Source: an optimization exercise on an open RTL-to-GDS flow (aim: small area, a short achievable clock period and few clock cycles). Production flows keep margins and buffers that such runs may drop. Where RTL was checked, it was by simulation tests only, not by an equivalence proof against the original. No functional check of the RTL was part of run 2. Power figures rest on the tool's default switching activity, not on a simulated workload.

==> flow/design.v <==
module sun(
    pclk,
    presetn,
    psels,
    penables,
    pwrites,
    paddrs,
    pwdatas,
    prdatas,
    preadys
);
input pclk;
input presetn;
input psels;
input penables;
input pwrites;
input [31:0] paddrs;
input [31:0] pwdatas;
output [31:0] prdatas;
output preadys;
reg        pr0;           
reg        prd;           
reg  [7:0] thr;
reg  [7:0] xmax;
reg  [7:0] ymax;
reg  [7:0] x;
reg  [7:0] y;
reg  [7:0] p;             
reg [30:0] sx;            
reg [30:0] sy;            
reg [23:0] it;            
reg [23:0] rem;           
reg  [1:0] st;            
reg        go;            
reg        dv;            
reg  [3:0] dc;            
reg [30:0] rd;            
wire       acc  = psels & penables;
wire [7:0] a    = paddrs[7:0];
wire       wacc = acc & pwrites;
wire       racc = acc & ~pwrites;
wire [7:0] I    = (p > thr) ? p : 8'd0;
wire       xend = (x == xmax);
wire       yend = (y == ymax);
wire        dk    = dc[3];
wire        first = (dc[2:0] == 3'd0);
wire [23:0] ps    = first ? (dk ? {1'b0, sy[30:8]} : {1'b0, sx[30:8]}) : rem;
wire  [7:0] qs    = first ? (dk ? sy[7:0] : sx[7:0]) : (dk ? y : x);
wire [24:0] t     = {ps, qs[7]} - {1'b0, it};
wire        qb    = ~t[24] & (it != 24'd0);
wire [23:0] rn    = qb ? t[23:0] : {ps[22:0], qs[7]};
wire  [7:0] qn    = {qs[6:0], qb};
wire  [7:0] stb   = {1'b0, st == 2'b00, 2'b00, st == 2'b00, 1'b0, st};
always @(posedge pclk) begin
    go <= 1'b0;
    if (wacc) begin
        case (a)
            8'h00: if (pwdatas[7:0] == 8'h01) begin
                sx <= 31'd0;
                sy <= 31'd0;
                it <= 24'd0;
                x  <= 8'd1;
                y  <= 8'd1;
                st <= 2'b01;
            end
            8'h01: thr  <= pwdatas[7:0];
            8'h02: xmax <= pwdatas[7:0];
            8'h03: ymax <= pwdatas[7:0];
            8'h04: begin
                p  <= pwdatas[7:0];
                go <= 1'b1;
                st <= 2'b11;
            end
            default: ;
        endcase
    end
    if (racc) begin
        case (a)
            8'h01: rd[7:0] <= thr;
            8'h05: rd[7:0] <= stb;
            8'h06: rd <= sx;
            8'h07: rd <= sy;
            8'h08: rd <= {23'd0, x};
            8'h09: rd <= {23'd0, y};
            default: ;
        endcase
    end
    if (go) begin
        sx <= sx + I * x;
        sy <= sy + I * y;
        it <= it + I;
        if (xend) begin
            x <= 8'd1;
            if (yend) begin
                dv <= 1'b1;
                dc <= 4'd0;
            end else begin
                y  <= y + 8'd1;
                st <= 2'b10;
            end
        end else begin
            x  <= x + 8'd1;
            st <= 2'b10;
        end
    end
    if (dv) begin
        rem <= rn;
        if (dk) y <= qn; else x <= qn;
        dc <= dc + 4'd1;
        if (dc == 4'd15) begin
            dv <= 1'b0;
            st <= 2'b00;
        end
    end
    pr0 <= wacc & (a <= 8'h04);
    prd <= pr0;
    if (!presetn) begin
        pr0 <= 1'b0;
        prd <= 1'b0;
        go  <= 1'b0;
        dv  <= 1'b0;
    end
end
assign prdatas = {1'b0, rd};
assign preadys = prd;
endmodule
==> flow/run.sh <==
#!/bin/bash
# synth_recipe.tcl (not shown) runs the flow's synth.tcl, then flattens the netlist and writes it again
# the make line also repeats each setting of config.mk as NAME=value (left out here)
make -C /OpenROAD-flow-scripts/flow DESIGN_CONFIG=/design/flow/config.mk WORK_HOME=/design/flow/orfs CLKGATE_MAP_FILE= SYNTH_SCRIPT=/design/flow/synth_recipe.tcl finish
==> flow/config.mk <==
export PLATFORM = sky130hd
export DESIGN_NAME = sun
export DESIGN_NICKNAME = sun
export VERILOG_FILES = /design/flow/design.v
export SDC_FILE = /design/flow/constraint.sdc
export NUM_CORES = 4
export LEC_CHECK = 0
export CAP_MARGIN = 20
export CORE_MARGIN = 2
export CORE_UTILIZATION = 40
export PLACE_DENSITY = 0.6
export SLEW_MARGIN = 20
==> flow/constraint.sdc <==
create_clock -name core_clock -period 80.0 [get_ports {pclk}]
set_input_delay 16.0000 -clock core_clock [delete_from_list [all_inputs] [get_ports {pclk}]]
set_output_delay 16.0000 -clock core_clock [all_outputs]
set_load 0.01 [all_outputs]
==> results.yml, run 1 <==
critical_path:
  cp_max_fo: 77
  max_stage_delay_ps: 650
  reg2regPathDepth: 26
  crit_family: "simple AND/OR/NAND/NOR gates"
  reg2reg_to: "sy[24]$_SDFFCE_PN0P_"
  critPathBufInv: 2
  regToRegSetupSlack_ps: 72130
  cp_cell_sequence: "clkdlybuf4s50_1, or4_1, or4_1, or2_1, nand2_4, buf_6, nor2_1, a21oi_1, nor2_1, a21oi_1"
  worstPathArrival_ps: 19430
  crit_type: "in -> reg"
  r2r-start: "p[1]$_DFFE_PP_"
  worstPathRequired_ps: 80410
  cpMaxStageDelayCell: "buf_6"
  startpoint_type: "input port"
  startpoint: "paddrs[4]"
  critPathCaptureType: "flop"
pwr:
  p_per_area_nw_per_um2: 11.2
  peakVddDrop_v: 0.0000144
  p_leak_nw: 8.24
detailed_routing:
  wl_met1_um: 19100
  via_per_inst: 5.49
  ant_nets: 0
  vias: 12600
  drt-initial-drc-count: 1043
  dr.max_layer_used: "met4"
  first_pass_iters: 5
  routed_wl_um: 43000
  wl_met3_um: 2050
  wl_per_cell_um: 18.7
  drc: 0
  met2_wirelength_um: 20900
grt:
  grt_first_pass_wirelength_um: 70700
  grt_antenna_before_repair: 1
  grt_pass1_vias: 12900
  grt_max_degree: 78
  grt_usage_pct: 20.7
  overflow: 0
clocking:
  clock_latency_ps: 470
  cts_tree: "done"
  h-tree-depth: 4
  clk_path_buf_depth: 2
  cts_hold_buf: 0
  cts_setup_buffers: 0
  cts_resized: 0
  clock_sink_count: 199
  clk_pin_slew_ps: 80
  cts_root_buf: "clkbuf_16"
  numCtsBuffers: 17
sta:
  worst_slew_pin_slew_ps: 1060
  finalSetupViolations: 0
  finalSetupTns_ps: 0
  drv_slew: 0
  finalCritPeriodShare_pct: 23.8
  skew_ps: 11.3
  rsz0062_at_grt: "false"
  maxSlewHeadroom_pct: 29.4
  max_freq_mhz: 52.6
  hold_viol: 0
  fin_crit_ps: 19020
cells_and_area:
  postLayoutCellArea_um2: 18400
  nets: 2044
  antenna_cells: 0
  area_growth_pct: 9.65
  drive_gt1_share_pct: 4.66
min_path:
  min_to: "prd$_SDFF_PN0_"
  hp-start: "pr0$_SDFF_PN0_"
  hold_depth: 1
  hold_path_class: "reg -> reg"
die:
  rows: 75
  ios: 102
  die_area_um2: 43600
  die_w_um: 209
  start_util_pct: 40.2
  die_y_um: 209
  core-area_um2: 41700
placed_design:
  postPlaceCellArea_um2: 17800
  routabilityCongestion: 0.867
  dp_hpwl_um: 31000
  portBuffers: 52
yosys:
  synth_async_sr_flop_share_pct: 0
  ys_seq_area_share_pct: 34.3
  ys_ff_latch: 199
  yosysWarnings: 1
  synthCells: 1743
  synth_edf_count: 177
  synthesis.area_um2: 16800
  synth.distinct_cells: 69
  syn_nets: 2040
  syn_avg_cell_area_um2: 9.62
  synth-main-ff-cell: "edfxtp_1"
run:
  max-cap-violations: 0
run_status:
  status: "no timing/DRC/antenna violations"
[sequential cells by signal, indices dropped and copies added (netlist names), 8 cells and up]
signal and flops:
p 8, sx 31, x 8, ymax 8
rem 24, sy 31, rd 31, thr 8
it 24, xmax 8, y 8
[worst register-to-register path: cells and delay by family, from the launching register on]
| family | cells | cell delay (ps) |
|---|---|---|
| xor gates and xnor gates | 1 | 180 |
| AOI/OAI and AO/OA | 8 | 1790 |
| and+or+nand+nor | 7 | 1420 |
| buffers and inverters | 4 | 620 |
| adders and majority gates | 6 | 2910 |
| DFF | 1 | 660 |
[worst max path at each step]
stage              endpoint  slack [ps]  cells after the start
3_3_place_gp   x[0]$_DFF_P_       60210                     10
2_1_floorplan  x[6]$_DFF_P_       59730                      9
5_1_grt        x[0]$_DFF_P_       60730                     10
4_1_cts        x[0]$_DFF_P_       60670                     10
3_5_place_dp   x[0]$_DFF_P_       60170                     10
6_report       x[0]$_DFF_P_       60980                     10
[logic make-up after synthesis]
kind of cell               after synthesis  share of synthesized area [%]
AOI/OAI and AO/OA                      299                           12.0
xor gates and xnor gates               100                           5.27
adders and majority gates              228                           21.6
buffers and inverters                  331                           7.52
DFF                                    199                           34.3
muxes                                   52                           3.75
other                                    1                         0.0224
and+or+nand+nor                        533                           15.5
[cell usage in the layout (no fill, tap or decap), types with 12 or more instances in the layout]
cell and n:
inv_1 249, edfxtp_1 177, nand2_1 156, ha_1 126
nor2_1 113, fa_1 102, and3_1 91, a21oi_1 67
o21ai_0 64, clkdlybuf4s50_1 52, xnor2_1 50, xor2_1 49
nand3_1 40, a21o_1 33, and2_1 33, mux2i_1 26
nor3_1 24, a31oi_1 23, a22o_1 23, dfxtp_1 22
mux2_4 17, clkbuf_16 17, nor2b_1 16, nor4_1 14
a211oi_1 13, buf_4 12
[cell type report]
cell class / count / area (µm²)
Sequential cell: 199 / 5760
Clock inverter: 13 / 148
Clock buffer: 19 / 433
Timing Repair Buffer: 66 / 649
Tap cell: 539 / 674
Multi-Input combinational cell: 1213 / 9790
Fill cell: 4055 / 23300
Inverter: 250 / 938
[stage by stage]
step / utilization [%] / hold slack, ps / setup WS, ps / power (mW) / std cells
floorplan: - / 412 / 59730 / 0.117 / 1743
global placement: 42.6 / 414 / 60210 / 0.119 / 2266
detailed placement: 42.7 / 426 / 60170 / 0.119 / 2267
CTS: 44.1 / 444 / 60670 / 0.208 / 2299
global route: 44.1 / 466 / 60730 / 0.212 / 2299
finish: 44.1 / 436 / 60980 / 0.206 / 2299
[cells in the mapped netlist, types with 5 or more instances]
library cell	n	area share, %
mux2i_1	26	1.6
o21a_1	6	0.27
ha_1	126	9.4
nand4_1	10	0.37
nor2b_1	17	0.63
edfxtp_1	177	32
mux2_4	17	1.5
a211oi_1	13	0.58
a22o_1	23	1.2
nor3b_1	7	0.31
clkbuf_1	72	1.6
a21o_1	33	1.5
a311oi_1	5	0.26
o21ai_0	65	1.9
a21oi_1	67	2.0
nand2b_1	8	0.30
a22oi_1	10	0.45
nand3_1	40	1.2
and3_1	91	3.4
a31oi_1	23	0.86
mux2_2	6	0.40
xnor2_1	50	2.6
o21bai_1	7	0.31
a221oi_1	6	0.31
fa_1	102	12
buf_1	6	0.13
nor4_1	16	0.60
o211ai_1	7	0.31
and2_1	33	1.2
nor2_1	114	2.6
dfxtp_1	22	2.6
nor3_1	24	0.72
nand2_1	157	3.5
xor2_1	49	2.6
or3_1	6	0.22
inv_1	250	5.6
[per-layer routing]
layer	track usage [%]	vias up
met5	0	-
met4	6.13	0
met3	3.53	56
met2	35.3	323
met1	27.0	6238
li1	-	6014
[power breakdown]
part | total (mW) | leakage [nW] | switching (mW) | internal [mW]
sequential | 0.112 | 1.55 | 0.000144 | 0.112
combinational | 0.00482 | 6.41 | 0.00259 | 0.00222
clock | 0.0893 | 0.279 | 0.0428 | 0.0465
Testbench counts, summed over its fixed seeds: cycles 19,824.
==> run 2, diff against run 1 <==
==> flow/design.v (replaced) <==
module sun(
    pclk,
    presetn,
    psels,
    penables,
    pwrites,
    paddrs,
    pwdatas,
    prdatas,
    preadys
);
input pclk;
input presetn;
input psels;
input penables;
input pwrites;
input [31:0] paddrs;
input [31:0] pwdatas;
output [31:0] prdatas;
output preadys;
reg pready_temp;
reg [7:0] control;
reg [7:0] status;
reg [7:0] threshold;
reg [15:0] xmax;
reg [15:0] ymax;
reg [15:0] xcount;
reg [15:0] ycount;
reg [7:0] access_state;
reg [7:0] calc_state;
reg [31:0] op_temp;
reg[31:0] sum_accum_x;
reg[31:0] sum_accum_y;
reg[31:0] I_Data;
reg[31:0] I_Data_temp;
reg[31:0] I_total;
reg[31:0] ans;
reg[31:0] h;
reg[31:0] k;
always @(posedge pclk) begin
    if(psels == 1'b1) begin
        if(penables == 1'b1) begin
            if(access_state == 8'h02) begin
                if(paddrs[7:0] == 8'h00) begin
                    control <= pwdatas[7:0];
                    access_state <= 8'h61;
                    calc_state <= 8'h01;
                end
                else if(paddrs[7:0] == 8'h01) begin
                    threshold <= pwdatas[7:0];
                    access_state <= 8'h61;
                end
                else if(paddrs[7:0] == 8'h02) begin
                    xmax <= pwdatas[7:0];
                    access_state <= 8'h61;
                end
                else if(paddrs[7:0] == 8'h03) begin
                    ymax <= pwdatas[7:0];
                    access_state <= 8'h61;
                end
                else if(paddrs[7:0] == 8'h04) begin
                    I_Data_temp <= pwdatas[7:0];
                    access_state <= 8'h61;
                    calc_state <= 8'h04;
                    status <= 8'h03;
                end 
                else begin
                    access_state <= 8'h01;
                end
            end
            else if(access_state == 8'h03) begin
                if(paddrs[7:0] == 8'h05) begin
                    op_temp[7:0] <= status;
                end
                else if(paddrs[7:0] == 8'h06) begin
                    op_temp <= sum_accum_x;
                end
                else if(paddrs[7:0] == 8'h07) begin
                    op_temp <= sum_accum_y;
                end
                else if(paddrs[7:0] == 8'h08) begin
                    op_temp <= h;
                end
                else if(paddrs[7:0] == 8'h09) begin
                    op_temp <= k;
                end
                else if(paddrs[7:0] == 8'h01) begin
                    op_temp[7:0] <= threshold;
                end
                access_state <= 8'h01;
            end
        end
        else begin
            if(access_state == 8'h02)
                access_state <= 8'h01;
            else if(access_state == 8'h03)
                access_state <= 8'h01;
        end
        if(access_state == 8'h01) begin 
            if(psels == 1'b1) begin
                if(pwrites == 1'b1) begin
                    access_state <= 8'h02;
                end
                else begin
                    access_state <= 8'h03;
                end
            end
        end
    end
        if(access_state == 8'h61) begin
            pready_temp <= 1'b1;
            access_state <= 8'h62;
        end
        else if(access_state == 8'h62) begin
            pready_temp <= 1'b0;
            access_state <= 8'h01;
        end
        if(calc_state == 8'h01) begin
            if(control == 8'h01) begin
                sum_accum_x <= 32'h00000000;
                sum_accum_y <= 32'h00000000;
                xcount <= 16'h0000;
                ycount <= 16'h0000;
                status <= 8'h01;
                I_total <= 32'h00000000;
                calc_state <= 8'h00;
            end
        end
        else if(calc_state == 8'h04) begin
            I_Data <= (I_Data_temp > threshold) ? I_Data_temp: 8'h00;
            calc_state <= 8'h05;
        end
        else if(calc_state == 8'h05) begin
            sum_accum_x <= sum_accum_x + I_Data * (xcount+1);
            sum_accum_y <= sum_accum_y + I_Data * (ycount+1);
            I_total <= I_total + I_Data;
            calc_state <= 8'h06;
        end
        else if(calc_state == 8'h06) begin
            xcount <= xcount + 16'h0001;
            calc_state <= 8'h07;
        end
        else if(calc_state == 8'h07) begin
            if(xcount == xmax) begin
                calc_state <= 8'h03;
            end
            else begin
                status <= 8'h02;
                calc_state <= 8'h00;
            end
        end
        else if(calc_state == 8'h03) begin
            ycount <= ycount + 1;
            xcount <= 0;
            calc_state <= 8'h09;
        end
        else if(calc_state == 8'h09) begin
            if(ycount == ymax) begin
                calc_state <= 8'h08;
            end
            else begin
                status <= 8'h02;
                calc_state <= 8'h00;
            end
        end
        else if(calc_state == 8'h08) begin
            h <= (I_total == 32'h00000000) ? 32'h00000000 : sum_accum_x / I_total;
            k <= (I_total == 32'h00000000) ? 32'h00000000 : sum_accum_y / I_total;
            status <= 8'h48;
            calc_state <= 8'h00;
        end
        if(presetn == 1'b0) begin
            pready_temp <= 1'b0;
            control <= 8'h00;
            access_state <= 8'h01;
            calc_state <= 8'h00;
        end
end
assign prdatas = op_temp;
assign preadys = pready_temp;
endmodule
==> run 2 against run 1 <==
Compared with the run above: total power grew to 2.9 times the previous value; setup slack worse by 57000 ps; utilization up 8.0 points; synthesized cell count increased to 6.0 times the previous value; critical endpoint is now k[0]$_SDFFCE_PN0P_; critical path depth up 328; highest routed layer is now met5; largest power group is now combinational logic.
==> results.yml, run 2 <==
run_status:
  status: "no timing/DRC/antenna violations"
yosys:
  synth_commonest_cells: "1176 x ha_1, 1068 x nand2_1, 1043 x nor2_1"
  syn_nets: 11900
  synth.most_common_cell: "ha_1"
  yosysWarnings: 1
  syn_avg_cell_area_um2: 7.54
  synth_area_leaders: "ha_1 19%, edfxtp_1 10%, fa_1 5.8%, xnor2_1 5.6%, nand2_1 5.1%"
  synth.distinct_cells: 96
  synthCells: 10400
  yosys.area.top_type: "ha_1"
  ys_ff_latch: 297
  synth_async_sr_flop_share_pct: 0
  synth.top_cell.area_share_pct: 18.7
  synthesis.area_um2: 78700
  synth-main-ff-cell: "edfxtp_1"
  synth_edf_count: 264
  ys_seq_area_share_pct: 10.9
die:
  die_area_um2: 200000
  rows: 162
  die_y_um: 447
  die_w_um: 447
  core-area_um2: 195000
  ios: 102
  start_util_pct: 40.3
critical_path:
  worstPathArrival_ps: 76600
  startpoint: "I_total[27]$_SDFFCE_PP0P_"
  crit_type: "reg -> reg"
  critPathCaptureType: "flop"
  max_stage_delay_ps: 550
  startpoint_type: "flop"
  r2r-start: "I_total[27]$_SDFFCE_PP0P_"
  cp_max_fo: 23
  worstPathRequired_ps: 80330
  path_common_cell: "buf_4"
  cpMaxStageDelayCell: "or4_1"
sta:
  maxSlewHeadroom_pct: 25.7
  fin_crit_ps: 76270
  finalSetupTns_ps: 0
  finalCritPeriodShare_pct: 95.3
  finalSetupViolations: 0
  max_freq_mhz: 13.1
  skew_ps: 17.9
  hold_viol: 0
  drv_slew: 0
  worst_slew_pin_slew_ps: 1110
min_path:
  hp-start: "calc_state[7]$_SDFF_PN0_"
  hold_path_class: "reg -> reg"
cells_and_area:
  final_cell_mix: "2410 x buf_4, 1176 x ha_1, 1064 x nand2_1, 1034 x nor2_1, 718 x a21oi_1"
  layout_commonest_cell: "buf_4"
  area_growth_pct: 29.4
  drive_gt1_share_pct: 23.6
  fin_cells: 15300
  nets: 14100
grt:
  grt_antenna_before_repair: 15
  grt_first_pass_wirelength_um: 485000
  grt_pass1_vias: 86600
  grt_max_degree: 73
  grt_usage_pct: 30.6
  overflow: 0
clocking:
  numCtsBuffers: 38
  cts_tree: "done"
  cts_root_buf: "clkbuf_16"
  clock_latency_ps: 600
  clock_sink_count: 297
  clk_path_buf_depth: 3
  h-tree-depth: 2
  clk_pin_slew_ps: 60
  cts_hold_buf: 0
detailed_routing:
  wl_per_cell_um: 20.8
  drt-initial-drc-count: 7044
  first_pass_iters: 6
  drc: 0
  ant_nets: 0
  vias: 88800
  routed_wl_um: 317000
  via_per_inst: 5.82
pwr:
  clockPowerShare_pct: 30.1
  p_leak_nw: 48.5
  power.switching_mw: 0.211
  p_per_area_nw_per_um2: 5.89
  p_comb_share_pct: 39.9
  switching_share_pct: 35.2
  intPower_mw: 0.388
  seqPwrFrac_pct: 30.0
  peakVddDrop_v: 0.0000188
placed_design:
  dp_cells: 15200
  dp_hpwl_um: 260000
  routabilityCongestion: 0.979
  portBuffers: 53
run:
  max-cap-violations: 0
run 2: metrics by stage:
step	instance area, µm²	total power, mW	hold WS (ps)	utilization [%]	worst slack (ps)
floorplan	78700	0.340	415	-	7370
global placement	99800	0.410	424	51.1	1470
detailed placement	99800	0.417	431	51.1	1130
CTS	101000	0.598	440	51.8	657
global route	102000	0.632	471	52.1	-79.4
finish	102000	0.599	441	52.1	3730
run 2: worst max-delay path, delay by kind of cell (launching register included):
kind / cells / cell delay (ps)
buffers and inverters: 52 / 8990
AND/OR/NAND/NOR: 81 / 16130
multiplexers: 8 / 2700
flip-flops: 1 / 450
adder cells (fa/ha/maj): 31 / 9480
AO/OA/AOI/OAI: 166 / 38020
run 2: what timing repair did:
item                                    CTS  global route
buffers inserted                          0            10
endpoints found under the setup margin    0             4
resized for setup                         0           140
run 2: layout make-up:
class                           instances  area, µm²
Clock inverter                         20        221
Antenna cell                            2       5.00
Sequential cell                       297       8590
Inverter                              576       2170
Timing Repair Buffer                 2484      19000
Clock buffer                           48       1030
Multi-Input combinational cell       9218      67500
Fill cell                           18800      93400
Tap cell                             2624       3280
run 2: final timing paths:
| check | to | slack, ps | cells past startpoint |
|---|---|---|---|
| setup reg to reg | k[0]$_SDFFCE_PN0P_ | 3730 | 338 |
| hold reg to reg | calc_state[7]$_SDFF_PN0_ | 440 | 2 |
| setup / recovery | k[0]$_SDFFCE_PN0P_ | 3730 | 338 |
| hold / removal | calc_state[7]$_SDFF_PN0_ | 440 | 2 |
run 2: logic make-up (layout without fill, tap and decap cells):
| kind of cell | after synthesis | in the layout | synth area share, % |
|---|---|---|---|
| xor gates and xnor gates | 765 | 765 | 8.52 |
| muxes | 228 | 228 | 3.21 |
| adders and majority gates | 1403 | 1403 | 24.5 |
| AOI/OAI and AO/OA | 3010 | 3010 | 25.4 |
| other | 0 | 2 | 0 |
| DFF | 297 | 297 | 10.9 |
| and+or+nand+nor | 3812 | 3812 | 23.0 |
| buffers and inverters | 918 | 3128 | 4.40 |
run 2: routing by layer:
metal  routed length, µm  share of wire [%]  global-route usage [%]  vias up
met3               20800                6.6                    3.26      548
li1                    -                  -                       -    42600
met4               10900                3.4                    9.54        4
met2              144000                 45                    51.0     2818
met1              142000                 45                    41.3    42900
met5                  27             0.0085                       0        -
run 2: power groups by stage:
stage                     clock network (mW)  logic, mW  registers (mW)
after detailed placement                   0      0.235           0.183
after floorplan                            0      0.159           0.181
after global placement                     0      0.228           0.183
after global routing                   0.187      0.266           0.180
final                                  0.180      0.239           0.180
after CTS                              0.183      0.236           0.179

static timing again, ports no longer ideal:
Ports are ideal in the flow. The routed layouts listed here were re-timed in OpenROAD. Step 1 sets driving cells, clkbuf_16 on the clock port and buf_2 on the other inputs (assumed; they add their load-dependent delay and slew). Step 2 moves the port delays by t, midway between the first and last clock arrival at a register: inputs arrive t later, outputs are due t later. That takes back most of the time a late clock gives input paths. a / b / c = ideal ports / drivers / drivers and shift; a / b = the first two.
run | shift t [ns] | setup slack, ns | hold slack, ns | cell pins on the clock port's net
run 1 | 0.521 | 60.983 / 61.008 / 60.487 | 0.436 / 0.436 / 0.436 | 1
run 2 | 0.665 | 3.732 / 3.732 / 3.732 | 0.441 / 0.441 / 0.441 | 1
After both steps setup and hold are still met in every run listed. The setup slack of run 1, which loses most, moves by +0.025 ns with the drivers and by -0.496 ns with both steps.
